Source: an optimization exercise on an open RTL-to-GDS flow (aim: small area, a short achievable clock period and few clock cycles per item). Production flows keep margins and buffers that such runs may drop. Function not checked in this run: the RTL went through the layout flow alone. Power is estimated from default activity; no workload was simulated.

===== design/flow/config.mk =====
export PLATFORM = sky130hd
export DESIGN_NAME = calc
export DESIGN_NICKNAME = calc
export VERILOG_FILES = /design/flow/design.v
export SDC_FILE = /design/flow/constraint.sdc
export NUM_CORES = 4
export LEC_CHECK = 0
export ABC_AREA = 1
export CAP_MARGIN = 20
export CORE_MARGIN = 2
export CORE_UTILIZATION = 40
export CTS_BUF_LIST = sky130_fd_sc_hd__clkbuf_8
export SLEW_MARGIN = 20

===== design/flow/constraint.sdc =====
create_clock -name core_clock -period 38.0 [get_ports {clk}]
set_input_delay 7.6000 -clock core_clock [delete_from_list [all_inputs] [get_ports {clk}]]
set_output_delay 7.6000 -clock core_clock [all_outputs]
set_load 0.01 [all_outputs]

===== design/flow/design.v =====
module calc (
                  input [7:0]  inpA ,
                  input [7:0]  inpB ,
                  input [01:0] inpOpType ,
                  output[15:0] outC  ,
                  input        iValid ,
                  output       iStall ,
                  input        oStall ,
                  output       oValid ,
                  input        clk ,
                  input        rstn
                  ) ;
   reg         v0, v1, vo, vs ;
   reg         nvo, nvs ;
   reg  [7:0]  a0, b0 ;
   reg  [1:0]  op0 ;
   reg         dv1 ;           
   reg  [19:0] r1 ;
   reg  [15:0] ro, rs ;
   wire        frz  = ~nvs ;              
   wire        take = ~oStall | nvo ;     
   wire        sub  = op0[0] ;
   wire [7:0]  bx   = b0 ^ {8{sub}} ;
   wire [8:0]  ac ;
   wire [7:0]  as ;
   assign ac[0] = sub ;
   genvar j ;
   generate
     for (j = 0; j < 8; j = j + 1) begin : g_as
       assign as[j]   = a0[j] ^ bx[j] ^ ac[j] ;
       assign ac[j+1] = (a0[j] & bx[j]) | (a0[j] & ac[j]) | (bx[j] & ac[j]) ;
     end
   endgenerate
   wire        ov   = ac[8] ^ sub ;           
   wire [15:0] r_as = {{7{ov & sub}}, ov, as} ;
   wire [15:0] r_mul ;
   wire m_pp0_0 = a0[0] & b0[0];
   wire m_pp0_1 = a0[0] & b0[1];
   wire m_pp0_2 = a0[0] & b0[2];
   wire m_pp0_3 = a0[0] & b0[3];
   wire m_pp0_4 = a0[0] & b0[4];
   wire m_pp0_5 = a0[0] & b0[5];
   wire m_pp0_6 = a0[0] & b0[6];
   wire m_pp0_7 = a0[0] & b0[7];
   wire m_pp1_0 = a0[1] & b0[0];
   wire m_pp1_1 = a0[1] & b0[1];
   wire m_pp1_2 = a0[1] & b0[2];
   wire m_pp1_3 = a0[1] & b0[3];
   wire m_pp1_4 = a0[1] & b0[4];
   wire m_pp1_5 = a0[1] & b0[5];
   wire m_pp1_6 = a0[1] & b0[6];
   wire m_pp1_7 = a0[1] & b0[7];
   wire m_pp2_0 = a0[2] & b0[0];
   wire m_pp2_1 = a0[2] & b0[1];
   wire m_pp2_2 = a0[2] & b0[2];
   wire m_pp2_3 = a0[2] & b0[3];
   wire m_pp2_4 = a0[2] & b0[4];
   wire m_pp2_5 = a0[2] & b0[5];
   wire m_pp2_6 = a0[2] & b0[6];
   wire m_pp2_7 = a0[2] & b0[7];
   wire m_pp3_0 = a0[3] & b0[0];
   wire m_pp3_1 = a0[3] & b0[1];
   wire m_pp3_2 = a0[3] & b0[2];
   wire m_pp3_3 = a0[3] & b0[3];
   wire m_pp3_4 = a0[3] & b0[4];
   wire m_pp3_5 = a0[3] & b0[5];
   wire m_pp3_6 = a0[3] & b0[6];
   wire m_pp3_7 = a0[3] & b0[7];
   wire m_pp4_0 = a0[4] & b0[0];
   wire m_pp4_1 = a0[4] & b0[1];
   wire m_pp4_2 = a0[4] & b0[2];
   wire m_pp4_3 = a0[4] & b0[3];
   wire m_pp4_4 = a0[4] & b0[4];
   wire m_pp4_5 = a0[4] & b0[5];
   wire m_pp4_6 = a0[4] & b0[6];
   wire m_pp4_7 = a0[4] & b0[7];
   wire m_pp5_0 = a0[5] & b0[0];
   wire m_pp5_1 = a0[5] & b0[1];
   wire m_pp5_2 = a0[5] & b0[2];
   wire m_pp5_3 = a0[5] & b0[3];
   wire m_pp5_4 = a0[5] & b0[4];
   wire m_pp5_5 = a0[5] & b0[5];
   wire m_pp5_6 = a0[5] & b0[6];
   wire m_pp5_7 = a0[5] & b0[7];
   wire m_pp6_0 = a0[6] & b0[0];
   wire m_pp6_1 = a0[6] & b0[1];
   wire m_pp6_2 = a0[6] & b0[2];
   wire m_pp6_3 = a0[6] & b0[3];
   wire m_pp6_4 = a0[6] & b0[4];
   wire m_pp6_5 = a0[6] & b0[5];
   wire m_pp6_6 = a0[6] & b0[6];
   wire m_pp6_7 = a0[6] & b0[7];
   wire m_pp7_0 = a0[7] & b0[0];
   wire m_pp7_1 = a0[7] & b0[1];
   wire m_pp7_2 = a0[7] & b0[2];
   wire m_pp7_3 = a0[7] & b0[3];
   wire m_pp7_4 = a0[7] & b0[4];
   wire m_pp7_5 = a0[7] & b0[5];
   wire m_pp7_6 = a0[7] & b0[6];
   wire m_pp7_7 = a0[7] & b0[7];
   wire m_w1 = m_pp0_6 ^ m_pp1_5;
   wire m_w2 = m_pp0_6 & m_pp1_5;
   wire m_w3 = m_pp0_7 ^ m_pp1_6 ^ m_pp2_5;
   wire m_w4 = (m_pp0_7 & m_pp1_6) | (m_pp0_7 & m_pp2_5) | (m_pp1_6 & m_pp2_5);
   wire m_w5 = m_pp3_4 ^ m_pp4_3;
   wire m_w6 = m_pp3_4 & m_pp4_3;
   wire m_w7 = m_pp1_7 ^ m_pp2_6 ^ m_pp3_5;
   wire m_w8 = (m_pp1_7 & m_pp2_6) | (m_pp1_7 & m_pp3_5) | (m_pp2_6 & m_pp3_5);
   wire m_w9 = m_pp4_4 ^ m_pp5_3;
   wire m_w10 = m_pp4_4 & m_pp5_3;
   wire m_w11 = m_pp2_7 ^ m_pp3_6 ^ m_pp4_5;
   wire m_w12 = (m_pp2_7 & m_pp3_6) | (m_pp2_7 & m_pp4_5) | (m_pp3_6 & m_pp4_5);
   wire m_w13 = m_pp0_4 ^ m_pp1_3;
   wire m_w14 = m_pp0_4 & m_pp1_3;
   wire m_w15 = m_pp0_5 ^ m_pp1_4 ^ m_pp2_3;
   wire m_w16 = (m_pp0_5 & m_pp1_4) | (m_pp0_5 & m_pp2_3) | (m_pp1_4 & m_pp2_3);
   wire m_w17 = m_pp3_2 ^ m_pp4_1;
   wire m_w18 = m_pp3_2 & m_pp4_1;
   wire m_w19 = m_w1 ^ m_pp2_4 ^ m_pp3_3;
   wire m_w20 = (m_w1 & m_pp2_4) | (m_w1 & m_pp3_3) | (m_pp2_4 & m_pp3_3);
   wire m_w21 = m_pp4_2 ^ m_pp5_1 ^ m_pp6_0;
   wire m_w22 = (m_pp4_2 & m_pp5_1) | (m_pp4_2 & m_pp6_0) | (m_pp5_1 & m_pp6_0);
   wire m_w23 = m_w3 ^ m_w5 ^ m_pp5_2;
   wire m_w24 = (m_w3 & m_w5) | (m_w3 & m_pp5_2) | (m_w5 & m_pp5_2);
   wire m_w25 = m_pp6_1 ^ m_pp7_0 ^ m_w2;
   wire m_w26 = (m_pp6_1 & m_pp7_0) | (m_pp6_1 & m_w2) | (m_pp7_0 & m_w2);
   wire m_w27 = m_w7 ^ m_w9 ^ m_pp6_2;
   wire m_w28 = (m_w7 & m_w9) | (m_w7 & m_pp6_2) | (m_w9 & m_pp6_2);
   wire m_w29 = m_pp7_1 ^ m_w4 ^ m_w6;
   wire m_w30 = (m_pp7_1 & m_w4) | (m_pp7_1 & m_w6) | (m_w4 & m_w6);
   wire m_w31 = m_w11 ^ m_pp5_4 ^ m_pp6_3;
   wire m_w32 = (m_w11 & m_pp5_4) | (m_w11 & m_pp6_3) | (m_pp5_4 & m_pp6_3);
   wire m_w33 = m_pp7_2 ^ m_w8 ^ m_w10;
   wire m_w34 = (m_pp7_2 & m_w8) | (m_pp7_2 & m_w10) | (m_w8 & m_w10);
   wire m_w35 = m_pp3_7 ^ m_pp4_6 ^ m_pp5_5;
   wire m_w36 = (m_pp3_7 & m_pp4_6) | (m_pp3_7 & m_pp5_5) | (m_pp4_6 & m_pp5_5);
   wire m_w37 = m_pp6_4 ^ m_pp7_3 ^ m_w12;
   wire m_w38 = (m_pp6_4 & m_pp7_3) | (m_pp6_4 & m_w12) | (m_pp7_3 & m_w12);
   wire m_w39 = m_pp4_7 ^ m_pp5_6 ^ m_pp6_5;
   wire m_w40 = (m_pp4_7 & m_pp5_6) | (m_pp4_7 & m_pp6_5) | (m_pp5_6 & m_pp6_5);
   wire m_w41 = m_pp0_3 ^ m_pp1_2;
   wire m_w42 = m_pp0_3 & m_pp1_2;
   wire m_w43 = m_w13 ^ m_pp2_2 ^ m_pp3_1;
   wire m_w44 = (m_w13 & m_pp2_2) | (m_w13 & m_pp3_1) | (m_pp2_2 & m_pp3_1);
   wire m_w45 = m_w15 ^ m_w17 ^ m_pp5_0;
   wire m_w46 = (m_w15 & m_w17) | (m_w15 & m_pp5_0) | (m_w17 & m_pp5_0);
   wire m_w47 = m_w19 ^ m_w21 ^ m_w16;
   wire m_w48 = (m_w19 & m_w21) | (m_w19 & m_w16) | (m_w21 & m_w16);
   wire m_w49 = m_w23 ^ m_w25 ^ m_w20;
   wire m_w50 = (m_w23 & m_w25) | (m_w23 & m_w20) | (m_w25 & m_w20);
   wire m_w51 = m_w27 ^ m_w29 ^ m_w24;
   wire m_w52 = (m_w27 & m_w29) | (m_w27 & m_w24) | (m_w29 & m_w24);
   wire m_w53 = m_w31 ^ m_w33 ^ m_w28;
   wire m_w54 = (m_w31 & m_w33) | (m_w31 & m_w28) | (m_w33 & m_w28);
   wire m_w55 = m_w35 ^ m_w37 ^ m_w32;
   wire m_w56 = (m_w35 & m_w37) | (m_w35 & m_w32) | (m_w37 & m_w32);
   wire m_w57 = m_w39 ^ m_pp7_4 ^ m_w36;
   wire m_w58 = (m_w39 & m_pp7_4) | (m_w39 & m_w36) | (m_pp7_4 & m_w36);
   wire m_w59 = m_pp5_7 ^ m_pp6_6 ^ m_pp7_5;
   wire m_w60 = (m_pp5_7 & m_pp6_6) | (m_pp5_7 & m_pp7_5) | (m_pp6_6 & m_pp7_5);
   wire m_w61 = m_pp0_2 ^ m_pp1_1;
   wire m_w62 = m_pp0_2 & m_pp1_1;
   wire m_w63 = m_w41 ^ m_pp2_1 ^ m_pp3_0;
   wire m_w64 = (m_w41 & m_pp2_1) | (m_w41 & m_pp3_0) | (m_pp2_1 & m_pp3_0);
   wire m_w65 = m_w43 ^ m_pp4_0 ^ m_w42;
   wire m_w66 = (m_w43 & m_pp4_0) | (m_w43 & m_w42) | (m_pp4_0 & m_w42);
   wire m_w67 = m_w45 ^ m_w14 ^ m_w44;
   wire m_w68 = (m_w45 & m_w14) | (m_w45 & m_w44) | (m_w14 & m_w44);
   wire m_w69 = m_w47 ^ m_w18 ^ m_w46;
   wire m_w70 = (m_w47 & m_w18) | (m_w47 & m_w46) | (m_w18 & m_w46);
   wire m_w71 = m_w49 ^ m_w22 ^ m_w48;
   wire m_w72 = (m_w49 & m_w22) | (m_w49 & m_w48) | (m_w22 & m_w48);
   wire m_w73 = m_w51 ^ m_w26 ^ m_w50;
   wire m_w74 = (m_w51 & m_w26) | (m_w51 & m_w50) | (m_w26 & m_w50);
   wire m_w75 = m_w53 ^ m_w30 ^ m_w52;
   wire m_w76 = (m_w53 & m_w30) | (m_w53 & m_w52) | (m_w30 & m_w52);
   wire m_w77 = m_w55 ^ m_w34 ^ m_w54;
   wire m_w78 = (m_w55 & m_w34) | (m_w55 & m_w54) | (m_w34 & m_w54);
   wire m_w79 = m_w57 ^ m_w38 ^ m_w56;
   wire m_w80 = (m_w57 & m_w38) | (m_w57 & m_w56) | (m_w38 & m_w56);
   wire m_w81 = m_w59 ^ m_w40 ^ m_w58;
   wire m_w82 = (m_w59 & m_w40) | (m_w59 & m_w58) | (m_w40 & m_w58);
   wire m_w83 = m_pp6_7 ^ m_pp7_6 ^ m_w60;
   wire m_w84 = (m_pp6_7 & m_pp7_6) | (m_pp6_7 & m_w60) | (m_pp7_6 & m_w60);
   wire m_w85 = m_pp0_1 ^ m_pp1_0;
   wire m_w86 = m_pp0_1 & m_pp1_0;
   wire m_w87 = m_w61 ^ m_pp2_0 ^ m_w86;
   wire m_w88 = (m_w61 & m_pp2_0) | (m_w61 & m_w86) | (m_pp2_0 & m_w86);
   wire m_w89 = m_w63 ^ m_w62 ^ m_w88;
   wire m_w90 = (m_w63 & m_w62) | (m_w63 & m_w88) | (m_w62 & m_w88);
   wire m_w91 = m_w65 ^ m_w64 ^ m_w90;
   wire m_w92 = (m_w65 & m_w64) | (m_w65 & m_w90) | (m_w64 & m_w90);
   wire m_w93 = m_w67 ^ m_w66 ^ m_w92;
   wire m_w94 = (m_w67 & m_w66) | (m_w67 & m_w92) | (m_w66 & m_w92);
   wire m_w95 = m_w69 ^ m_w68 ^ m_w94;
   wire m_w96 = (m_w69 & m_w68) | (m_w69 & m_w94) | (m_w68 & m_w94);
   wire m_w97 = m_w71 ^ m_w70 ^ m_w96;
   wire m_w98 = (m_w71 & m_w70) | (m_w71 & m_w96) | (m_w70 & m_w96);
   wire m_w99 = m_w73 ^ m_w72 ^ m_w98;
   wire m_w100 = (m_w73 & m_w72) | (m_w73 & m_w98) | (m_w72 & m_w98);
   wire m_w101 = m_w75 ^ m_w74 ^ m_w100;
   wire m_w102 = (m_w75 & m_w74) | (m_w75 & m_w100) | (m_w74 & m_w100);
   wire m_w103 = m_w77 ^ m_w76 ^ m_w102;
   wire m_w104 = (m_w77 & m_w76) | (m_w77 & m_w102) | (m_w76 & m_w102);
   wire m_w105 = m_w79 ^ m_w78 ^ m_w104;
   wire m_w106 = (m_w79 & m_w78) | (m_w79 & m_w104) | (m_w78 & m_w104);
   wire m_w107 = m_w81 ^ m_w80 ^ m_w106;
   wire m_w108 = (m_w81 & m_w80) | (m_w81 & m_w106) | (m_w80 & m_w106);
   wire m_w109 = m_w83 ^ m_w82 ^ m_w108;
   wire m_w110 = (m_w83 & m_w82) | (m_w83 & m_w108) | (m_w82 & m_w108);
   wire m_w111 = m_pp7_7 ^ m_w84 ^ m_w110;
   wire m_w112 = (m_pp7_7 & m_w84) | (m_pp7_7 & m_w110) | (m_w84 & m_w110);
   wire m_w113 = 1'b0 ^ m_w112;
   wire m_w114 = 1'b0 & m_w112;
   assign r_mul = {m_w113,m_w111,m_w109,m_w107,m_w105,m_w103,m_w101,m_w99,m_w97,m_w95,m_w93,m_w91,m_w89,m_w87,m_w85,m_pp0_0};
   wire dhhz1 = ~|b0[7:1] ;
   wire dhhz2 = ~|b0[7:2] ;
   wire dhhz3 = ~|b0[7:3] ;
   wire dhhz4 = ~|b0[7:4] ;
   wire dhhz5 = ~|b0[7:5] ;
   wire dhhz6 = ~|b0[7:6] ;
   wire dhhz7 = ~|b0[7:7] ;
   wire dhhz8 = 1'b1 ;
   wire dh7_hz = dhhz1 ;
   wire [1:0] dh7_br ;
   wire [0:0] dh7_d ;
   assign dh7_br[0] = 1'b0 ;
   wire dh7_g0 = ~a0[7] & b0[0] ;
   wire dh7_p0 = ~(a0[7] ^ b0[0]) ;
   assign dh7_br[1] = dh7_g0 | (dh7_p0 & dh7_br[0]) ;
   assign dh7_d[0] = a0[7] ^ b0[0] ^ dh7_br[0] ;
   wire dh7_q = dh7_hz & ~dh7_br[1] ;
   wire dh7_r0 = dh7_q ? dh7_d[0] : a0[7] ;
   wire dh6_hz = dhhz2 ;
   wire [2:0] dh6_br ;
   wire [1:0] dh6_d ;
   assign dh6_br[0] = 1'b0 ;
   wire dh6_g0 = ~a0[6] & b0[0] ;
   wire dh6_p0 = ~(a0[6] ^ b0[0]) ;
   wire dh6_g1 = ~dh7_r0 & b0[1] ;
   wire dh6_p1 = ~(dh7_r0 ^ b0[1]) ;
   assign dh6_br[1] = dh6_g0 | (dh6_p0 & dh6_br[0]) ;
   assign dh6_br[2] = dh6_g1 | (dh6_p1 & dh6_g0) | (dh6_p1 & dh6_p0 & dh6_br[0]) ;
   assign dh6_d[0] = a0[6] ^ b0[0] ^ dh6_br[0] ;
   assign dh6_d[1] = dh7_r0 ^ b0[1] ^ dh6_br[1] ;
   wire dh6_q = dh6_hz & ~dh6_br[2] ;
   wire dh6_r0 = dh6_q ? dh6_d[0] : a0[6] ;
   wire dh6_r1 = dh6_q ? dh6_d[1] : dh7_r0 ;
   wire dh5_hz = dhhz3 ;
   wire [3:0] dh5_br ;
   wire [2:0] dh5_d ;
   assign dh5_br[0] = 1'b0 ;
   wire dh5_g0 = ~a0[5] & b0[0] ;
   wire dh5_p0 = ~(a0[5] ^ b0[0]) ;
   wire dh5_g1 = ~dh6_r0 & b0[1] ;
   wire dh5_p1 = ~(dh6_r0 ^ b0[1]) ;
   wire dh5_g2 = ~dh6_r1 & b0[2] ;
   wire dh5_p2 = ~(dh6_r1 ^ b0[2]) ;
   assign dh5_br[1] = dh5_g0 | (dh5_p0 & dh5_br[0]) ;
   assign dh5_br[2] = dh5_g1 | (dh5_p1 & dh5_g0) | (dh5_p1 & dh5_p0 & dh5_br[0]) ;
   assign dh5_br[3] = dh5_g2 | (dh5_p2 & dh5_br[2]) ;
   assign dh5_d[0] = a0[5] ^ b0[0] ^ dh5_br[0] ;
   assign dh5_d[1] = dh6_r0 ^ b0[1] ^ dh5_br[1] ;
   assign dh5_d[2] = dh6_r1 ^ b0[2] ^ dh5_br[2] ;
   wire dh5_q = dh5_hz & ~dh5_br[3] ;
   wire dh5_r0 = dh5_q ? dh5_d[0] : a0[5] ;
   wire dh5_r1 = dh5_q ? dh5_d[1] : dh6_r0 ;
   wire dh5_r2 = dh5_q ? dh5_d[2] : dh6_r1 ;
   wire dh4_hz = dhhz4 ;
   wire [4:0] dh4_br ;
   wire [3:0] dh4_d ;
   assign dh4_br[0] = 1'b0 ;
   wire dh4_g0 = ~a0[4] & b0[0] ;
   wire dh4_p0 = ~(a0[4] ^ b0[0]) ;
   wire dh4_g1 = ~dh5_r0 & b0[1] ;
   wire dh4_p1 = ~(dh5_r0 ^ b0[1]) ;
   wire dh4_g2 = ~dh5_r1 & b0[2] ;
   wire dh4_p2 = ~(dh5_r1 ^ b0[2]) ;
   wire dh4_g3 = ~dh5_r2 & b0[3] ;
   wire dh4_p3 = ~(dh5_r2 ^ b0[3]) ;
   assign dh4_br[1] = dh4_g0 | (dh4_p0 & dh4_br[0]) ;
   assign dh4_br[2] = dh4_g1 | (dh4_p1 & dh4_g0) | (dh4_p1 & dh4_p0 & dh4_br[0]) ;
   assign dh4_br[3] = dh4_g2 | (dh4_p2 & dh4_br[2]) ;
   assign dh4_br[4] = dh4_g3 | (dh4_p3 & dh4_g2) | (dh4_p3 & dh4_p2 & dh4_br[2]) ;
   assign dh4_d[0] = a0[4] ^ b0[0] ^ dh4_br[0] ;
   assign dh4_d[1] = dh5_r0 ^ b0[1] ^ dh4_br[1] ;
   assign dh4_d[2] = dh5_r1 ^ b0[2] ^ dh4_br[2] ;
   assign dh4_d[3] = dh5_r2 ^ b0[3] ^ dh4_br[3] ;
   wire dh4_q = dh4_hz & ~dh4_br[4] ;
   wire dh4_r0 = dh4_q ? dh4_d[0] : a0[4] ;
   wire dh4_r1 = dh4_q ? dh4_d[1] : dh5_r0 ;
   wire dh4_r2 = dh4_q ? dh4_d[2] : dh5_r1 ;
   wire dh4_r3 = dh4_q ? dh4_d[3] : dh5_r2 ;
   wire [19:0] dstate = {b0, {dh7_q, dh6_q, dh5_q, dh4_q}, {dh4_r3, dh4_r2, dh4_r1, dh4_r0}, a0[3:0]} ;
   wire        dv0  = op0[1] & op0[0] ;
   wire [19:0] r1_n = {dstate[19:16], dv0 ? dstate[15:0] : (op0[1] ? r_mul : r_as)} ;
   wire [7:0]  b1 = r1[19:12] ;
   wire dlhz1 = ~|b1[7:1] ;
   wire dlhz2 = ~|b1[7:2] ;
   wire dlhz3 = ~|b1[7:3] ;
   wire dlhz4 = ~|b1[7:4] ;
   wire dlhz5 = ~|b1[7:5] ;
   wire dlhz6 = ~|b1[7:6] ;
   wire dlhz7 = ~|b1[7:7] ;
   wire dlhz8 = 1'b1 ;
   wire dl3_hz = dlhz5 ;
   wire [5:0] dl3_br ;
   wire [4:0] dl3_d ;
   assign dl3_br[0] = 1'b0 ;
   wire dl3_g0 = ~r1[3] & b1[0] ;
   wire dl3_p0 = ~(r1[3] ^ b1[0]) ;
   wire dl3_g1 = ~r1[4] & b1[1] ;
   wire dl3_p1 = ~(r1[4] ^ b1[1]) ;
   wire dl3_g2 = ~r1[5] & b1[2] ;
   wire dl3_p2 = ~(r1[5] ^ b1[2]) ;
   wire dl3_g3 = ~r1[6] & b1[3] ;
   wire dl3_p3 = ~(r1[6] ^ b1[3]) ;
   wire dl3_g4 = ~r1[7] & b1[4] ;
   wire dl3_p4 = ~(r1[7] ^ b1[4]) ;
   assign dl3_br[1] = dl3_g0 | (dl3_p0 & dl3_br[0]) ;
   assign dl3_br[2] = dl3_g1 | (dl3_p1 & dl3_g0) | (dl3_p1 & dl3_p0 & dl3_br[0]) ;
   assign dl3_br[3] = dl3_g2 | (dl3_p2 & dl3_br[2]) ;
   assign dl3_br[4] = dl3_g3 | (dl3_p3 & dl3_g2) | (dl3_p3 & dl3_p2 & dl3_br[2]) ;
   assign dl3_br[5] = dl3_g4 | (dl3_p4 & dl3_br[4]) ;
   assign dl3_d[0] = r1[3] ^ b1[0] ^ dl3_br[0] ;
   assign dl3_d[1] = r1[4] ^ b1[1] ^ dl3_br[1] ;
   assign dl3_d[2] = r1[5] ^ b1[2] ^ dl3_br[2] ;
   assign dl3_d[3] = r1[6] ^ b1[3] ^ dl3_br[3] ;
   assign dl3_d[4] = r1[7] ^ b1[4] ^ dl3_br[4] ;
   wire dl3_q = dl3_hz & ~dl3_br[5] ;
   wire dl3_r0 = dl3_q ? dl3_d[0] : r1[3] ;
   wire dl3_r1 = dl3_q ? dl3_d[1] : r1[4] ;
   wire dl3_r2 = dl3_q ? dl3_d[2] : r1[5] ;
   wire dl3_r3 = dl3_q ? dl3_d[3] : r1[6] ;
   wire dl3_r4 = dl3_q ? dl3_d[4] : r1[7] ;
   wire dl2_hz = dlhz6 ;
   wire [6:0] dl2_br ;
   wire [5:0] dl2_d ;
   assign dl2_br[0] = 1'b0 ;
   wire dl2_g0 = ~r1[2] & b1[0] ;
   wire dl2_p0 = ~(r1[2] ^ b1[0]) ;
   wire dl2_g1 = ~dl3_r0 & b1[1] ;
   wire dl2_p1 = ~(dl3_r0 ^ b1[1]) ;
   wire dl2_g2 = ~dl3_r1 & b1[2] ;
   wire dl2_p2 = ~(dl3_r1 ^ b1[2]) ;
   wire dl2_g3 = ~dl3_r2 & b1[3] ;
   wire dl2_p3 = ~(dl3_r2 ^ b1[3]) ;
   wire dl2_g4 = ~dl3_r3 & b1[4] ;
   wire dl2_p4 = ~(dl3_r3 ^ b1[4]) ;
   wire dl2_g5 = ~dl3_r4 & b1[5] ;
   wire dl2_p5 = ~(dl3_r4 ^ b1[5]) ;
   assign dl2_br[1] = dl2_g0 | (dl2_p0 & dl2_br[0]) ;
   assign dl2_br[2] = dl2_g1 | (dl2_p1 & dl2_g0) | (dl2_p1 & dl2_p0 & dl2_br[0]) ;
   assign dl2_br[3] = dl2_g2 | (dl2_p2 & dl2_br[2]) ;
   assign dl2_br[4] = dl2_g3 | (dl2_p3 & dl2_g2) | (dl2_p3 & dl2_p2 & dl2_br[2]) ;
   assign dl2_br[5] = dl2_g4 | (dl2_p4 & dl2_br[4]) ;
   assign dl2_br[6] = dl2_g5 | (dl2_p5 & dl2_g4) | (dl2_p5 & dl2_p4 & dl2_br[4]) ;
   assign dl2_d[0] = r1[2] ^ b1[0] ^ dl2_br[0] ;
   assign dl2_d[1] = dl3_r0 ^ b1[1] ^ dl2_br[1] ;
   assign dl2_d[2] = dl3_r1 ^ b1[2] ^ dl2_br[2] ;
   assign dl2_d[3] = dl3_r2 ^ b1[3] ^ dl2_br[3] ;
   assign dl2_d[4] = dl3_r3 ^ b1[4] ^ dl2_br[4] ;
   assign dl2_d[5] = dl3_r4 ^ b1[5] ^ dl2_br[5] ;
   wire dl2_q = dl2_hz & ~dl2_br[6] ;
   wire dl2_r0 = dl2_q ? dl2_d[0] : r1[2] ;
   wire dl2_r1 = dl2_q ? dl2_d[1] : dl3_r0 ;
   wire dl2_r2 = dl2_q ? dl2_d[2] : dl3_r1 ;
   wire dl2_r3 = dl2_q ? dl2_d[3] : dl3_r2 ;
   wire dl2_r4 = dl2_q ? dl2_d[4] : dl3_r3 ;
   wire dl2_r5 = dl2_q ? dl2_d[5] : dl3_r4 ;
   wire dl1_hz = dlhz7 ;
   wire [7:0] dl1_br ;
   wire [6:0] dl1_d ;
   assign dl1_br[0] = 1'b0 ;
   wire dl1_g0 = ~r1[1] & b1[0] ;
   wire dl1_p0 = ~(r1[1] ^ b1[0]) ;
   wire dl1_g1 = ~dl2_r0 & b1[1] ;
   wire dl1_p1 = ~(dl2_r0 ^ b1[1]) ;
   wire dl1_g2 = ~dl2_r1 & b1[2] ;
   wire dl1_p2 = ~(dl2_r1 ^ b1[2]) ;
   wire dl1_g3 = ~dl2_r2 & b1[3] ;
   wire dl1_p3 = ~(dl2_r2 ^ b1[3]) ;
   wire dl1_g4 = ~dl2_r3 & b1[4] ;
   wire dl1_p4 = ~(dl2_r3 ^ b1[4]) ;
   wire dl1_g5 = ~dl2_r4 & b1[5] ;
   wire dl1_p5 = ~(dl2_r4 ^ b1[5]) ;
   wire dl1_g6 = ~dl2_r5 & b1[6] ;
   wire dl1_p6 = ~(dl2_r5 ^ b1[6]) ;
   assign dl1_br[1] = dl1_g0 | (dl1_p0 & dl1_br[0]) ;
   assign dl1_br[2] = dl1_g1 | (dl1_p1 & dl1_g0) | (dl1_p1 & dl1_p0 & dl1_br[0]) ;
   assign dl1_br[3] = dl1_g2 | (dl1_p2 & dl1_br[2]) ;
   assign dl1_br[4] = dl1_g3 | (dl1_p3 & dl1_g2) | (dl1_p3 & dl1_p2 & dl1_br[2]) ;
   assign dl1_br[5] = dl1_g4 | (dl1_p4 & dl1_br[4]) ;
   assign dl1_br[6] = dl1_g5 | (dl1_p5 & dl1_g4) | (dl1_p5 & dl1_p4 & dl1_br[4]) ;
   assign dl1_br[7] = dl1_g6 | (dl1_p6 & dl1_br[6]) ;
   assign dl1_d[0] = r1[1] ^ b1[0] ^ dl1_br[0] ;
   assign dl1_d[1] = dl2_r0 ^ b1[1] ^ dl1_br[1] ;
   assign dl1_d[2] = dl2_r1 ^ b1[2] ^ dl1_br[2] ;
   assign dl1_d[3] = dl2_r2 ^ b1[3] ^ dl1_br[3] ;
   assign dl1_d[4] = dl2_r3 ^ b1[4] ^ dl1_br[4] ;
   assign dl1_d[5] = dl2_r4 ^ b1[5] ^ dl1_br[5] ;
   assign dl1_d[6] = dl2_r5 ^ b1[6] ^ dl1_br[6] ;
   wire dl1_q = dl1_hz & ~dl1_br[7] ;
   wire dl1_r0 = dl1_q ? dl1_d[0] : r1[1] ;
   wire dl1_r1 = dl1_q ? dl1_d[1] : dl2_r0 ;
   wire dl1_r2 = dl1_q ? dl1_d[2] : dl2_r1 ;
   wire dl1_r3 = dl1_q ? dl1_d[3] : dl2_r2 ;
   wire dl1_r4 = dl1_q ? dl1_d[4] : dl2_r3 ;
   wire dl1_r5 = dl1_q ? dl1_d[5] : dl2_r4 ;
   wire dl1_r6 = dl1_q ? dl1_d[6] : dl2_r5 ;
   wire dl0_hz = dlhz8 ;
   wire [8:0] dl0_br ;
   wire [7:0] dl0_d ;
   assign dl0_br[0] = 1'b0 ;
   wire dl0_g0 = ~r1[0] & b1[0] ;
   wire dl0_p0 = ~(r1[0] ^ b1[0]) ;
   wire dl0_g1 = ~dl1_r0 & b1[1] ;
   wire dl0_p1 = ~(dl1_r0 ^ b1[1]) ;
   wire dl0_g2 = ~dl1_r1 & b1[2] ;
   wire dl0_p2 = ~(dl1_r1 ^ b1[2]) ;
   wire dl0_g3 = ~dl1_r2 & b1[3] ;
   wire dl0_p3 = ~(dl1_r2 ^ b1[3]) ;
   wire dl0_g4 = ~dl1_r3 & b1[4] ;
   wire dl0_p4 = ~(dl1_r3 ^ b1[4]) ;
   wire dl0_g5 = ~dl1_r4 & b1[5] ;
   wire dl0_p5 = ~(dl1_r4 ^ b1[5]) ;
   wire dl0_g6 = ~dl1_r5 & b1[6] ;
   wire dl0_p6 = ~(dl1_r5 ^ b1[6]) ;
   wire dl0_g7 = ~dl1_r6 & b1[7] ;
   wire dl0_p7 = ~(dl1_r6 ^ b1[7]) ;
   assign dl0_br[1] = dl0_g0 | (dl0_p0 & dl0_br[0]) ;
   assign dl0_br[2] = dl0_g1 | (dl0_p1 & dl0_g0) | (dl0_p1 & dl0_p0 & dl0_br[0]) ;
   assign dl0_br[3] = dl0_g2 | (dl0_p2 & dl0_br[2]) ;
   assign dl0_br[4] = dl0_g3 | (dl0_p3 & dl0_g2) | (dl0_p3 & dl0_p2 & dl0_br[2]) ;
   assign dl0_br[5] = dl0_g4 | (dl0_p4 & dl0_br[4]) ;
   assign dl0_br[6] = dl0_g5 | (dl0_p5 & dl0_g4) | (dl0_p5 & dl0_p4 & dl0_br[4]) ;
   assign dl0_br[7] = dl0_g6 | (dl0_p6 & dl0_br[6]) ;
   assign dl0_br[8] = dl0_g7 | (dl0_p7 & dl0_g6) | (dl0_p7 & dl0_p6 & dl0_br[6]) ;
   assign dl0_d[0] = r1[0] ^ b1[0] ^ dl0_br[0] ;
   assign dl0_d[1] = dl1_r0 ^ b1[1] ^ dl0_br[1] ;
   assign dl0_d[2] = dl1_r1 ^ b1[2] ^ dl0_br[2] ;
   assign dl0_d[3] = dl1_r2 ^ b1[3] ^ dl0_br[3] ;
   assign dl0_d[4] = dl1_r3 ^ b1[4] ^ dl0_br[4] ;
   assign dl0_d[5] = dl1_r4 ^ b1[5] ^ dl0_br[5] ;
   assign dl0_d[6] = dl1_r5 ^ b1[6] ^ dl0_br[6] ;
   assign dl0_d[7] = dl1_r6 ^ b1[7] ^ dl0_br[7] ;
   wire dl0_q = dl0_hz & ~dl0_br[8] ;
   wire [15:0] res = dv1 ? ((b1 == 8'd0) ? 16'd0 : {8'd0, r1[11:8], {dl3_q, dl2_q, dl1_q, dl0_q}})
                         : r1[15:0] ;
   reg         vo_n, vs_n ;
   always @* begin
     vo_n = ~nvo ;
     vs_n = frz ;
     if (take) begin
       if (frz) begin
         vo_n = 1'b1 ;
         vs_n = 1'b0 ;
       end
       else vo_n = v1 ;
     end
     else if (!frz) vs_n = v1 ;
   end
always @(posedge clk or negedge rstn) begin
  if (!rstn) begin
    v0  <= 1'b0 ;
    v1  <= 1'b0 ;
    vo  <= 1'b0 ;
    vs  <= 1'b0 ;
    nvo <= 1'b1 ;
    nvs <= 1'b1 ;
  end
  else begin
    if (!frz) begin
      v0 <= iValid ;
      v1 <= v0 ;
    end
    vo  <= vo_n ;
    vs  <= vs_n ;
    nvo <= ~vo_n ;
    nvs <= ~vs_n ;
  end
end
always @(posedge clk) begin
  if (!frz) begin
    a0  <= inpA ;
    b0  <= inpB ;
    op0 <= inpOpType ;
    dv1 <= dv0 ;
    r1  <= r1_n ;
  end
  if (take) ro <= frz ? rs : res ;
  if (!frz) rs <= res ;
end
assign iStall = vs ;
assign oValid = vo ;
assign outC   = ro ;
endmodule

===== design/flow/flow/run.sh =====
#!/bin/bash
# Layout flow: the standard layout (standard.sh) with these changes.
#  1. Synthesis is the standard synthesis run with Yosys's `synth -noabc`, so
#     the full adders written out in the RTL are found by extract_fa before any
#     ABC restructuring (saving the inverters ABC leaves between them). The
#     registers are the standard synthesis's: same cells, and renamed to the
#     standard synthesis's names (rename_regs.py checks that they pair one to
#     one). If they do not pair, the standard synthesis is used as it is.
#  2. Every combinational cell of that netlist is set to the smallest drive
#     strength of its family (downsize.py); the flow's repair steps size up
#     what timing, slew or load needs.
#     Then an inverter that is the only load of the inverting gate driving
#     it is folded with that gate into the gate's non-inverting version
#     (merge_inv.py: nand2 + inv -> and2, a21oi + inv -> a21o, ...).
#     Last, ABC re-maps the combinational cells (all but the full adders) for
#     area: strash; dch -f; amap; topo; dnsize (remap.tcl, remap.abc).
#  3. The buffers on the input and output ports are buf_1 cells instead of
#     the flow's default choice, a delay cell (clkdlybuf4s50_1).
#  5. Clock tree synthesis runs with the flow's usual arguments plus
#     -dont_use_dummy_load (no dummy load cells on the clock tree's leaves).
# Each step's output goes to a log file of its own in this folder; the ORFS
# tools' own logs are under orfs/logs.
set -euo pipefail
R=$(pwd)/orfs/results/sky130hd/calc/base

# the standard synthesis, kept for its register names
bash standard.sh synth > 1_standard_synth.log 2>&1
cp "$R/1_2_yosys.v" std_1_2_yosys.v

# the same synthesis without ABC in Yosys's synth
rm -f "$R/1_2_yosys.v" "$R/1_synth.odb" "$R/1_synth.sdc"
if bash standard.sh SYNTH_ARGS=-noabc "$R/1_2_yosys.v" > 2_noabc_synth.log 2>&1 &&
   python3 flow/rename_regs.py std_1_2_yosys.v "$R/1_2_yosys.v" renamed_1_2_yosys.v > 3_rename.log 2>&1; then
  cp renamed_1_2_yosys.v "$R/1_2_yosys.v"
else
  echo "no-abc synthesis not used" >> 3_rename.log
  cp std_1_2_yosys.v "$R/1_2_yosys.v"
fi
# every combinational cell at the smallest drive strength of its family;
# the repair steps of the layout size up what timing, slew or load needs
python3 flow/downsize.py "$FLOW_HOME/platforms/sky130hd/lib/sky130_fd_sc_hd__tt_025C_1v80.lib" \
  "$R/1_2_yosys.v" downsized_1_2_yosys.v > 5_downsize.log 2>&1 &&
  cp downsized_1_2_yosys.v "$R/1_2_yosys.v"
# an inverter that alone loads the inverting gate driving it (NAND, NOR,
# AOI, OAI, ...) becomes, with that gate, the gate's non-inverting version
python3 flow/merge_inv.py "$R/1_2_yosys.v" merged_1_2_yosys.v \
  "$FLOW_HOME/platforms/sky130hd/lib/sky130_fd_sc_hd__tt_025C_1v80.lib" > 6_merge_inv.log 2>&1 &&
  cp merged_1_2_yosys.v "$R/1_2_yosys.v"
# the combinational cells re-mapped by ABC for area (remap.tcl, remap.abc);
# kept only if the registers are still the standard synthesis's
YOSYS="$FLOW_HOME/../tools/install/yosys/bin/yosys"
[[ -x "$YOSYS" ]] || YOSYS=yosys
DONT_USE=$(sed -n '/DONT_USE_CELLS += /,/^#/p' "$FLOW_HOME/platforms/sky130hd/config.mk" |
           grep -o 'sky130_fd_sc_hd__[A-Za-z0-9_]*' | tr '\n' ' ')
export DONT_USE
if NET="$R/1_2_yosys.v" OUT=remapped_1_2_yosys.v SCRIPT=flow/remap.abc \
     LIB="$FLOW_HOME/platforms/sky130hd/lib/sky130_fd_sc_hd__tt_025C_1v80.lib" \
     "$YOSYS" -c flow/remap.tcl > 7_remap.log 2>&1 &&
   python3 flow/rename_regs.py std_1_2_yosys.v remapped_1_2_yosys.v remapped2_1_2_yosys.v > 8_remap_regs.log 2>&1 &&
   ! grep -q -w -F -f <(tr ' ' '\n' <<< "$DONT_USE" | grep .) remapped2_1_2_yosys.v; then
  cp remapped2_1_2_yosys.v "$R/1_2_yosys.v"
else
  echo "re-mapped netlist not used" >> 8_remap_regs.log
fi
touch "$R/1_2_yosys.v"

bash standard.sh BUFFER_PORTS_ARGS="-buffer_cell sky130_fd_sc_hd__buf_1" SETUP_SLACK_MARGIN=29.55 CTS_ARGS="-sink_clustering_enable -repair_clock_nets -buf_list sky130_fd_sc_hd__clkbuf_8 -dont_use_dummy_load" finish > 4_layout.log 2>&1

===== design/flow/flow/downsize.py =====
#!/usr/bin/env python3
"""downsize.py LIB NETLIST OUT

Give every combinational cell of a Yosys netlist the smallest-area drive
strength of its own cell family (same function and pins, e.g. nand2_4 ->
nand2_1). Registers, adders and tie cells are left as they are. The flow's
repair steps afterwards size up whatever timing, slew or load needs."""
import re, sys

lib = open(sys.argv[1]).read()
area = {m.group(1): float(m.group(3)) for m in re.finditer(
    r'cell \("?(sky130_fd_sc_hd__\w+)"?\)\s*\{(.*?)area\s*:\s*([\d.]+)', lib, re.S)}
dont = {'sky130_fd_sc_hd__probe_p_8', 'sky130_fd_sc_hd__probec_p_8'}
fam = {}
for c in area:
    m = re.match(r'(sky130_fd_sc_hd__\w+?)_(\d+)$', c)
    if m and c not in dont and 'lpflow' not in c:
        fam.setdefault(m.group(1), []).append(c)
skip = re.compile(r'__(e?s?df|dl|sdf|edf|fa|ha|fah|conb|tap|fill|decap|clk|probe|dly|bufbuf|bufinv)')
best = {}
for f, cs in fam.items():
    best[f] = min(cs, key=lambda c: (area[c], c))
text = open(sys.argv[2]).read()
n = 0
def sub(m):
    global n
    c = m.group(1)
    if skip.search(c):
        return m.group(0)
    f = re.match(r'(sky130_fd_sc_hd__\w+?)_(\d+)$', c)
    if not f or f.group(1) not in best or best[f.group(1)] == c:
        return m.group(0)
    n += 1
    return m.group(0).replace(c, best[f.group(1)], 1)
out = re.sub(r'^\s*(sky130_fd_sc_hd__\w+)\s', sub, text, flags=re.M)
open(sys.argv[3], 'w').write(out)
print(f"{n} cells downsized")

===== design/flow/flow/merge_inv.py =====
#!/usr/bin/env python3
"""merge_inv.py NETLIST OUT LIB

Fold an inverter into the inverting gate that drives it, when the inverter
is that gate's only load and the gate's complement (same pins, e.g.
nand2 -> and2, a21oi -> a21o, mux2i -> mux2) is a smaller cell than the
two together. The function is unchanged."""
import re, sys
from collections import defaultdict

text = open(sys.argv[1]).read()
INST = re.compile(r'^(\s*)(sky130_fd_sc_hd__\w+)\s+(\\\S+|\S+)\s*\((.*?)\);\n', re.M | re.S)
PIN = re.compile(r'\.(\w+)\(\s*(\\\S+\s|[^()\s]+(?:\[\d+\])?)\s*\)')
insts = []
for m in INST.finditer(text):
    pins = {p: n.strip() for p, n in PIN.findall(m.group(4))}
    insts.append((m, pins))
uses = defaultdict(int)
for tok in re.findall(r'(\\\S+\s|[A-Za-z_][\w$]*(?:\[\d+\])?)', text):
    uses[tok.strip()] += 1
drv = {}
for k, (m, pins) in enumerate(insts):
    for p, n in pins.items():
        if p in ('X', 'Y'):
            drv[n] = k
# gate family -> family of its complement with the same pins (output X)
PAIRS = {'nand2': 'and2', 'nand3': 'and3', 'nand4': 'and4', 'nor2': 'or2',
         'nor3': 'or3', 'nor4': 'or4', 'nand2b': 'and2b', 'nand3b': 'and3b',
         'nand4b': 'and4b', 'nor2b': 'or2b', 'nor3b': 'or3b', 'nor4b': 'or4b',
         'a21oi': 'a21o', 'o21ai': 'o21a', 'a22oi': 'a22o', 'o22ai': 'o22a',
         'a211oi': 'a211o', 'o211ai': 'o211a', 'a31oi': 'a31o', 'o31ai': 'o31a',
         'a32oi': 'a32o', 'o32ai': 'o32a', 'a41oi': 'a41o', 'o41ai': 'o41a',
         'a221oi': 'a221o', 'o221ai': 'o221a', 'a311oi': 'a311o',
         'o311ai': 'o311a', 'a2111oi': 'a2111o', 'o2111ai': 'o2111a',
         'a21boi': 'a21bo', 'o21bai': 'o21ba', 'a2bb2oi': 'a2bb2o',
         'o2bb2ai': 'o2bb2a', 'mux2i': 'mux2', 'xnor2': 'xor2', 'xor2': 'xnor2'}
lib = open(sys.argv[3]).read()
area = {m.group(1): float(m.group(3)) for m in re.finditer(
    r'cell \("?(sky130_fd_sc_hd__\w+)"?\)\s*\{(.*?)area\s*:\s*([\d.]+)', lib, re.S)}
def smallest(f):
    cs = [c for c in area if re.fullmatch(rf'sky130_fd_sc_hd__{f}_\d+', c)]
    return min(cs, key=lambda c: (area[c], c)) if cs else None
drop, repl = set(), {}
for k, (m, pins) in enumerate(insts):
    fam = re.match(r'sky130_fd_sc_hd__(\w+?)_\d+$', m.group(2))
    if not fam or fam.group(1) != 'inv' or 'A' not in pins:
        continue
    n = pins['A']
    d = drv.get(n)
    if d is None or d in drop:
        continue
    dm, dpins = insts[d]
    dfam = re.match(r'sky130_fd_sc_hd__(\w+?)_\d+$', dm.group(2))
    if not dfam or dfam.group(1) not in PAIRS:
        continue
    # the gate's output must be used only by this inverter: the name appears
    # once as the gate's output, once as the inverter's input, and in its
    # wire declaration
    if uses[n] != 3:
        continue
    to = smallest(PAIRS[dfam.group(1)])
    if to is None or area[to] >= area[dm.group(2)] + area[m.group(2)]:
        continue
    ins = [p for p in dpins if p not in ('X', 'Y')]
    def net(x):
        return x + ' ' if x.startswith('\\') else x
    body = ",\n".join(f"    .{p}({net(dpins[p])})" for p in ins) + f",\n    .X({net(pins['Y'])})\n"
    repl[k] = f"{m.group(1)}{to} {m.group(3)} (\n{body}  );\n"
    drop.add(d)
out, last = [], 0
for k, (m, pins) in enumerate(insts):
    out.append(text[last:m.start()])
    if k in drop:
        pass
    elif k in repl:
        out.append(repl[k])
    else:
        out.append(m.group(0))
    last = m.end()
out.append(text[last:])
open(sys.argv[2], 'w').write("".join(out))
print(f"{len(repl)} inverters folded")

===== design/flow/flow/remap.abc =====
strash; dch -f; amap; topo; dnsize

===== design/flow/flow/remap.tcl =====
# Re-map a mapped netlist's combinational cells with ABC for area.
# Full adders, registers and tie cells stay as they are; half adders are
# re-mapped with the rest.
# Environment: NET (input netlist), OUT (output netlist), LIB (liberty),
# SCRIPT (ABC script), DONT_USE (cells ABC may not use).
yosys -import
set L $::env(LIB)
read_liberty -ignore_miss_func $L
read_verilog $::env(NET)
hierarchy -top calc
foreach m [list sky130_fd_sc_hd__fa_1 sky130_fd_sc_hd__fa_2 \
               sky130_fd_sc_hd__edfxtp_1 sky130_fd_sc_hd__dfxtp_1 sky130_fd_sc_hd__dfrtp_1 \
               sky130_fd_sc_hd__dfstp_1 sky130_fd_sc_hd__dfstp_2 sky130_fd_sc_hd__conb_1] {
  if {[llength [tee -q -s result.string select -list-mod $m]]} { blackbox $m }
}
flatten
opt_clean
# the platform's don't-use cells (DONT_USE_CELLS) are left out
set dont {}
foreach c [split [string trim $::env(DONT_USE)]] { if {$c ne ""} { lappend dont -dont_use $c } }
abc -liberty $L {*}$dont -script $::env(SCRIPT)
opt_clean -purge
splitnets
opt_clean -purge
hilomap -singleton -hicell sky130_fd_sc_hd__conb_1 HI -locell sky130_fd_sc_hd__conb_1 LO
insbuf -buf sky130_fd_sc_hd__buf_4 A X
opt_clean -purge
check
stat -liberty $L
write_verilog -noattr -nohex -nodec $::env(OUT)

===== design/flow/flow/rename_regs.py =====
#!/usr/bin/env python3
"""rename_regs.py STD NEW OUT

STD and NEW are two Yosys netlists of the same design, from the standard
synthesis and from the same synthesis with `synth -noabc`. Their registers are
the same but may differ in the suffix Yosys puts after the register's name
(for example ro[0]$_DFFE_PN_ against ro[0]$_DFFE_PP_: the polarity of the
enable, before it was mapped to the library's enable flip-flop). Write NEW to
OUT with each register instance renamed to the standard synthesis's name.
Exit 1, writing nothing, unless every register pairs one to one, with the
same cell type."""
import re, sys

REG = re.compile(r'^\s*(sky130_fd_sc_hd__\w*df\w*)\s+(\\\S+|\S+)\s*\(', re.M)

def regs(text):
    out = {}
    for cell, name in REG.findall(text):
        base = name.lstrip('\\').split('$')[0]
        if base in out:
            raise SystemExit(f"two registers with base name {base}")
        out[base] = (cell, name)
    return out

std_t = open(sys.argv[1]).read()
new_t = open(sys.argv[2]).read()
std, new = regs(std_t), regs(new_t)
if set(std) != set(new):
    sys.exit(f"register sets differ: {sorted(set(std) ^ set(new))[:10]}")
for b in std:
    if std[b][0] != new[b][0]:
        sys.exit(f"cell type differs for {b}: {std[b][0]} {new[b][0]}")
n = 0
def sub(m):
    global n
    cell, name = m.group(1), m.group(2)
    base = name.lstrip('\\').split('$')[0]
    want = std[base][1]
    if want != name:
        n += 1
    return m.group(0).replace(name, want, 1)
out = REG.sub(sub, new_t)
# no name may be used twice
names = [nm for _, nm in REG.findall(out)]
assert len(names) == len(set(names))
open(sys.argv[3], 'w').write(out)
print(f"{len(std)} registers paired, {n} renamed")

===== design/flow/standard.sh =====
#!/bin/bash
# synth_recipe.tcl (not shown) runs the flow's synth.tcl, then flattens the netlist and writes it again
# the make line also repeats each setting of config.mk as NAME=value (left out here)
make -C /OpenROAD-flow-scripts/flow DESIGN_CONFIG=/design/flow/config.mk WORK_HOME=/design/flow/orfs CLKGATE_MAP_FILE= SYNTH_SCRIPT=/design/flow/synth_recipe.tcl "${@:-finish}"

==> impl_metrics.json <==
{
  "clock_sinks": 77,
  "worstMarginPinSlew_ns": 0.8568,
  "syn_nets": 562,
  "power_density_mw_per_mm2": 107.1,
  "antenna_cells": 0,
  "cp.required_ns": 30.40,
  "core.rowCount": 41,
  "die_w_um": 117.4,
  "final_max_slew_viol_count": 0,
  "whs_path_depth": 1,
  "path_cells": "clkbuf_2",
  "start_util": 0.4093,
  "finalWirelength_um": 11510,
  "post_synth.cell_area_avg_um2": 10.97,
  "ctsLongestPathBuffers": 2,
  "boundaryPins": 40,
  "status": "timing/DRC/antenna clean",
  "pre_cts_ws_ns": 29.45,
  "num_vias": 3788,
  "area_growth_pct": 10.14,
  "fin_ws_ns": 29.53,
  "cp.arrival_ns": 0.87,
  "hpwl_um": 8986,
  "grt_max_degree": 45,
  "fin_util": 0.4508,
  "gp_congestion": 0.8869,
  "drtIter0Drc": 273,
  "antenna_found_initial": 0,
  "cpPeakStageDelay_ns": 0.38,
  "antenna_left": 0,
  "nets": 614,
  "max-vdd-ir-drop_v": 0.00005761,
  "grt_usage": 0.1846,
  "drt-wirelength-per-cell_um": 16.65,
  "fin_worst_skew_ns": 0.02293,
  "crit_path_max_fanout": 1,
  "rsz0062_at_grt": "yes",
  "gr-total-overflow": 0,
  "max_slew_margin": 0.4267,
  "setup_viol": 0,
  "drt_pre_antenna_iters": 5,
  "drc": 0,
  "cp-start-kind": "flip-flop",
  "syn_inst": 469,
  "cellLeakagePower_nw": 2.092,
  "grt_first_pass_wirelength_um": 20110,
  "fp.dieH_um": 117.4,
  "cts-root-buf": "clkbuf_8",
  "core_area_mm2": 0.01257,
  "cp_num_buf_inv": 1,
  "grt_pass1_vias": 3854,
  "final_cell_mix": "nor2_1 (86), fa_1 (71), clkinv_1 (56)",
  "fin_crit_sh": 0.2230,
  "htreeDepth": 3,
  "cts_tree": "built",
  "hold_viol_final": 0,
  "cp_top_family": "flip-flops",
  "crit_path_end_kind": "output port",
  "rr_worst_depth": 37,
  "drive_gt1_frac": 0.05395,
  "synth_area_mm2": 0.005144,
  "dieArea_mm2": 0.01378,
  "fillers": 1220,
  "setup_tns_ns": 0,
  "layout_commonest_cell": "nor2_1",
  "cap_violations": 0,
  "cts_inserted_buffers": 9,
  "slowest_stage": "edfxtp_1",
  "clk_latency_ns": 0.36,
  "min_period_ns": 8.474,
  "clkTransAtPathRegs_ns": 0.08,
  "hold_class": "reg -> reg",
  "path_class": "reg -> out",
  "yosysWarnings": 1,
  "portBuffers": 39,
  "viasPerCell": 5.482,
  "fmax_mhz": 118.0,
  "cp.depth": 1
}
[through the flow]
step           instances  area (um^2)  power (mW)  hold slack, ns
5_1_grt              691         5665      0.6719          0.4858
3_5_place_dp         682         5523      0.5549          0.4407
2_1_floorplan        469         5145      0.4357          0.4071
4_1_cts              691         5647      0.6045          0.4487
6_report             691         5665      0.6069          0.4421
3_3_place_gp         682         5523      0.5446          0.4356
[sequential cells by signal, indices dropped and copies added, names as in the netlist, 2 cells and up]
register and cells:
op0 2, b0 8, a0 8, r1 20
ro 16, rs 16
[where the power goes]
part	internal [mW]	total (mW)	switching, mW
sequential	0.139	0.166	0.0273
combinational	0.166	0.394	0.228
clock	0.0211	0.0470	0.0259
total	0.326	0.607	0.281
[layout make-up]
cell class              instances  area (um^2)  area share
flip-flops and latches         77         2125      0.3750
clock buffers                   9        123.9     0.02186
well taps                     172        215.2     0.03799
multi-input cells             335         2809      0.4958
inverters                      57        215.2     0.03799
repair buffers                 41        177.7     0.03136
[worst paths after layout]
| path | start | to | slack [ns] |
|---|---|---|---|
| setup / recovery | ro[3]$_DFFE_PN_ | outC[3] | 29.53 |
| hold / removal | v1$_DFFE_PN0P_ | nvo$_DFF_PN1_ | 0.44 |
| setup reg to reg | r1[12]$_DFFE_PP_ | ro[0]$_DFFE_PN_ | 30.33 |
| hold reg to reg | v1$_DFFE_PN0P_ | nvo$_DFF_PN1_ | 0.44 |
| max in group asynchronous | rstn | nvs$_DFF_PN1_ | 30.61 |
| min in group asynchronous | rstn | vs$_DFF_PN0_ | 7.10 |
[timing repair]
item	CTS	global route
resized for setup	0	14
setup buffers	0	0
hold buffers	0	0
endpoints found under the setup margin	16	20
[layer usage]
| metal | GRT usage | wire length, um |
|---|---|---|
| met1 | 0.2442 | 5060 |
| met2 | 0.3045 | 5522 |
| met3 | 0.03064 | 693 |
| met4 | 0.07380 | 229 |
| met5 | 0 | 0 |

[port drivers added, routing unchanged]
The results above use ideal ports. As a check the final layout listed here was re-extracted and re-timed, cells and wires unchanged.
Step 1, drivers: a clkbuf_16 drives clk and a buf_2 each remaining input, both assumed.
Step 2, shift: input delay + t, output delay - t, t = (earliest + latest rising clock arrival at the registers) / 2. This alone moves slack from input paths to output paths.
Three values: ideal ports, drivers, drivers and shift; two values: the first two.
shift t [ns]: 0.385
setup slack, ns: 29.526 / 29.492 / 29.462
hold slack, ns: 0.442 / 0.442 / 0.442
worst register clock-pin slew, ns: 0.08 / 0.08
After both steps setup and hold are still met in this run. The setup slack of this run moves by -0.034 ns with the drivers and by -0.064 ns with both steps.
